This is an optimization exercise on Yosys and OpenROAD, whose aim is small area, a short achievable clock period and few clock cycles, not a production implementation.
The flow treats the clock pin as an ideal source. Dropping or thinning the clock tree relies on that and would not hold on a real chip.
Power is estimated from default activity; no workload was simulated.

old:
// accelerator_mod
module accelerator_mod #(
   parameter DATA_W = 32,
   parameter ADDR_W = 4
)(
   input  wire            pcie_clk,           
   input  wire            pcie_rstn,
   input  wire [31:0]     pcie_axi_awaddr,
   input  wire            pcie_axi_awvalid,
   output wire            pcie_axi_awready,
   input  wire [31:0]     pcie_axi_wdata,
   input  wire [3:0]      pcie_axi_wstrb,
   input  wire            pcie_axi_wvalid,
   output wire            pcie_axi_wready,
   output wire [1:0]      pcie_axi_bresp,
   output wire            pcie_axi_bvalid,
   input  wire            pcie_axi_bready,
   input  wire [31:0]     pcie_axi_araddr,
   input  wire            pcie_axi_arvalid,
   output wire            pcie_axi_arready,
   output wire [31:0]     pcie_axi_rdata,
   output wire [1:0]      pcie_axi_rresp,
   output wire            pcie_axi_rvalid,
   input  wire            pcie_axi_rready
);
export LEC_CHECK = 0
export CAP_MARGIN = 20
export CORE_MARGIN = 2
export CORE_UTILIZATION = 60
export PLACE_DENSITY = 0.7
export SETUP_SLACK_MARGIN = 1.25
export SLEW_MARGIN = 20
export SYNTH_HIERARCHICAL = 1
export BUFFER_PORTS_ARGS = -buffer_cell sky130_fd_sc_hd__buf_2
export PRE_CTS_TCL = /design/flow/flow/pre_cts.tcl
create_clock -name core_clock -period 2.8 [get_ports {pcie_clk}]
standard.sh (not shown) runs the stock make flow with config.mk's settings and CLKGATE_MAP_FILE= SYNTH_SCRIPT=/design/flow/synth_recipe.tcl, a recipe that flattens the netlist after the stock synthesis.
==> flow/flow/run.sh <==
#!/bin/bash
# Standard layout, with plain buffers on the ports and a two-level clock tree
# (flow/mycts.tcl) in place of TritonCTS.
set -o pipefail
here=$(pwd)
echo 'export BUFFER_PORTS_ARGS = -buffer_cell sky130_fd_sc_hd__buf_2' >> config.mk
echo "export PRE_CTS_TCL = $here/flow/pre_cts.tcl" >> config.mk
bash standard.sh > standard.log 2>&1
Other scripts of this flow, unchanged in this note and not shown: flow/flow/mycts.tcl, flow/flow/pre_cts.tcl
What new does differently from old at the input level:
--- a/flow/design.v
+++ b/flow/design.v
@@ -212,63 +212,53 @@
   reg skid_v;      
   reg skid_pop;    
   reg skid_stat;   
   wire ar_hs   = s_axi_arvalid && !skid_v;
   wire ar_pop  = (s_axi_araddr[ADDR_LSB+1:ADDR_LSB] == 2'b01);
   wire ar_stat = (s_axi_araddr[ADDR_LSB+1:ADDR_LSB] == 2'b10);
   wire r_free  = !rvalid || s_axi_rready;
   wire t_pop   = skid_v ? skid_pop : ar_pop;
   wire t_stat  = skid_v ? skid_stat : ar_stat;
   reg q_skid;       
   reg q_ar;         
-  reg q_skid_n;     
   wire fifo_pop = r_free && (q_skid || (q_ar && s_axi_arvalid && ar_pop));
   wire skid_v_n = skid_v ? !r_free : (ar_hs && !r_free);
   wire rvalid_n = !r_free || skid_v || s_axi_arvalid;
   always @(posedge s_axi_aclk) begin
     if (!s_axi_aresetn) begin
       rvalid <= 1'b0;
       skid_v <= 1'b0;
     end else begin
       rvalid <= rvalid_n;
       skid_v <= skid_v_n;
     end
   end
   wire skid_pop_n = ar_hs ? ar_pop : skid_pop;
   always @(posedge s_axi_aclk) begin
     if (ar_hs) skid_stat <= ar_stat;
     skid_pop <= skid_pop_n;
   end
   always @(posedge s_axi_aclk) begin
     if (!s_axi_aresetn) begin
-      q_skid   <= 1'b0;
-      q_skid_n <= 1'b1;
-      q_ar     <= 1'b1;
+      q_skid <= 1'b0;
+      q_ar   <= 1'b0;
     end else begin
-      q_skid   <= skid_v_n && skid_pop_n;
-      q_skid_n <= !(skid_v_n && skid_pop_n);
-      q_ar     <= !skid_v_n;
+      q_skid <= skid_v_n && skid_pop_n;
+      q_ar   <= !skid_v_n;
     end
   end
   axi_reg1 #(.INIT(1'b1)) u_arready (.clk(s_axi_aclk), .rst_n(s_axi_aresetn), .d(!skid_v_n), .q(s_axi_arready));
   axi_reg1 #(.INIT(1'b0)) u_rvalid  (.clk(s_axi_aclk), .rst_n(s_axi_aresetn), .d(rvalid_n),  .q(s_axi_rvalid));
-  wire rready_n, hold, a3_n, ar_npop, t_pop_n, s_pop;
-  axi_g_inv   u_g0 (.a(s_axi_rready), .y(rready_n));
-  axi_g_and2  u_g1 (.a(rvalid), .b(rready_n), .y(hold));
-  axi_g_inv   u_g2 (.a(s_axi_araddr[ADDR_LSB+1]), .y(a3_n));
-  axi_g_nand3 u_g3 (.a(q_ar), .b(s_axi_araddr[ADDR_LSB]), .c(a3_n), .y(ar_npop));
-  axi_g_and2  u_g4 (.a(q_skid_n), .b(ar_npop), .y(t_pop_n));
-  axi_g_nor2  u_g5 (.a(hold), .b(t_pop_n), .y(s_pop));
-  wire not_empty, s_dead;
-  axi_g_inv   u_g6 (.a(fifo_empty), .y(not_empty));
-  axi_g_nor3  u_g7 (.a(hold), .b(t_pop_n), .c(not_empty), .y(s_dead));
+  wire hold   = !r_free;
+  wire s_pop  = r_free && t_pop;
+  wire s_dead = r_free && t_pop && fifo_empty;
   wire s_stat = r_free && t_stat;
   wire [31:0] x_val = ({32{s_dead}} & 32'hDEAD_DEAD)
                     | {30'd0, s_stat && fifo_full, s_stat && fifo_empty};
   wire [31:0] n_lo, n_hi;
   wire [31:0] n_qx = ~(({32{hold}} & s_axi_rdata) | x_val);
   wire [31:0] rdata_d;
   axi_nand2s u_nlo (.a(fifo_dout_lo), .s(s_pop), .y(n_lo));
   axi_nand2s u_nhi (.a(fifo_dout_hi), .s(s_pop), .y(n_hi));
   axi_nand3  u_d   (.a(n_lo), .b(n_hi), .c(n_qx), .y(rdata_d));
   axi_rdata_reg u_rdata (.clk(s_axi_aclk), .d(rdata_d), .q(s_axi_rdata));
   fifo_axi #(
@@ -311,37 +301,22 @@
 );
   assign y = ~(a & {32{s}});
 endmodule
 module axi_nand3 (
     input  wire [31:0] a,
     input  wire [31:0] b,
     input  wire [31:0] c,
     output wire [31:0] y
 );
   assign y = ~(a & b & c);
 endmodule
-module axi_g_inv (input wire a, output wire y);
-  assign y = ~a;
-endmodule
-module axi_g_and2 (input wire a, input wire b, output wire y);
-  assign y = a & b;
-endmodule
-module axi_g_nor2 (input wire a, input wire b, output wire y);
-  assign y = ~(a | b);
-endmodule
-module axi_g_nand3 (input wire a, input wire b, input wire c, output wire y);
-  assign y = ~(a & b & c);
-endmodule
-module axi_g_nor3 (input wire a, input wire b, input wire c, output wire y);
-  assign y = ~(a | b | c);
-endmodule
 module accelerator_mod #(
    parameter DATA_W = 32,
    parameter ADDR_W = 4
 )(
    input  wire            pcie_clk,           
    input  wire            pcie_rstn,
    input  wire [31:0]     pcie_axi_awaddr,
    input  wire            pcie_axi_awvalid,
    output wire            pcie_axi_awready,
    input  wire [31:0]     pcie_axi_wdata,
    input  wire [3:0]      pcie_axi_wstrb,
A standard cell with the maximum stage delay on the critical path of sky130_fd_sc_hd__or3b_4 is what new shows, while sky130_fd_sc_hd__a2111oi_4 belongs to old.
In terms of portion of netlist area occupied by mux cells, old and new differ only marginally.
old vs new, worst setup path startpoint: u_fifo_accel.fifo_inst.head[11] vs pcie_axi_araddr[3]
Initial cell density of the core delta (new -> old): insignificant
Comparing old and new, share of total power in the clock network is lower on old.
new vs. old: post-route worst setup slack grew by 0.027 ns, area after synthesis ~0 delta.
Compared with old, in new first-pass GRT wire length fell by 2900 um, core utilization fell by 0.87 points, number of nets in the final layout fell by 12, global-route usage fell by 1.3 points.
Function was not checked in any run of this note: the RTL went through the layout flow alone. In every run of this note, the design's own scripts or RTL, not TritonCTS, make the clock network.

separate check: timing with driven ports:
How much do the figures lean on ideal ports? The routed layouts below were timed once more, with nothing changed but the port constraints.
Step 1 assumes that a clkbuf_16 drives the clock port and a buf_2 every other input.
Step 2, shift: input delay + t, output delay - t, t = (earliest + latest rising clock arrival at the registers) / 2. This alone moves slack from input paths to output paths.
Slacks: ideal / step 1 / step 2; pairs: ideal / step 1.
run | t (ns) | slack for setup (ns) | worst setup path after step 2 | latest minus earliest clock arrival (ns) | worst data-port slew with drivers (ns)
old | 0.463 | 1.171 / 1.171 / 0.825 | input to register | 0.054 / 0.053 | 0.07
new | 0.471 | 1.198 / 1.161 / 0.802 | input to register | 0.093 / 0.093 | 0.06
After both steps every run listed still meets setup and hold. The setup slack of new, which loses most, moves by -0.037 ns with the drivers and by -0.396 ns with both steps.
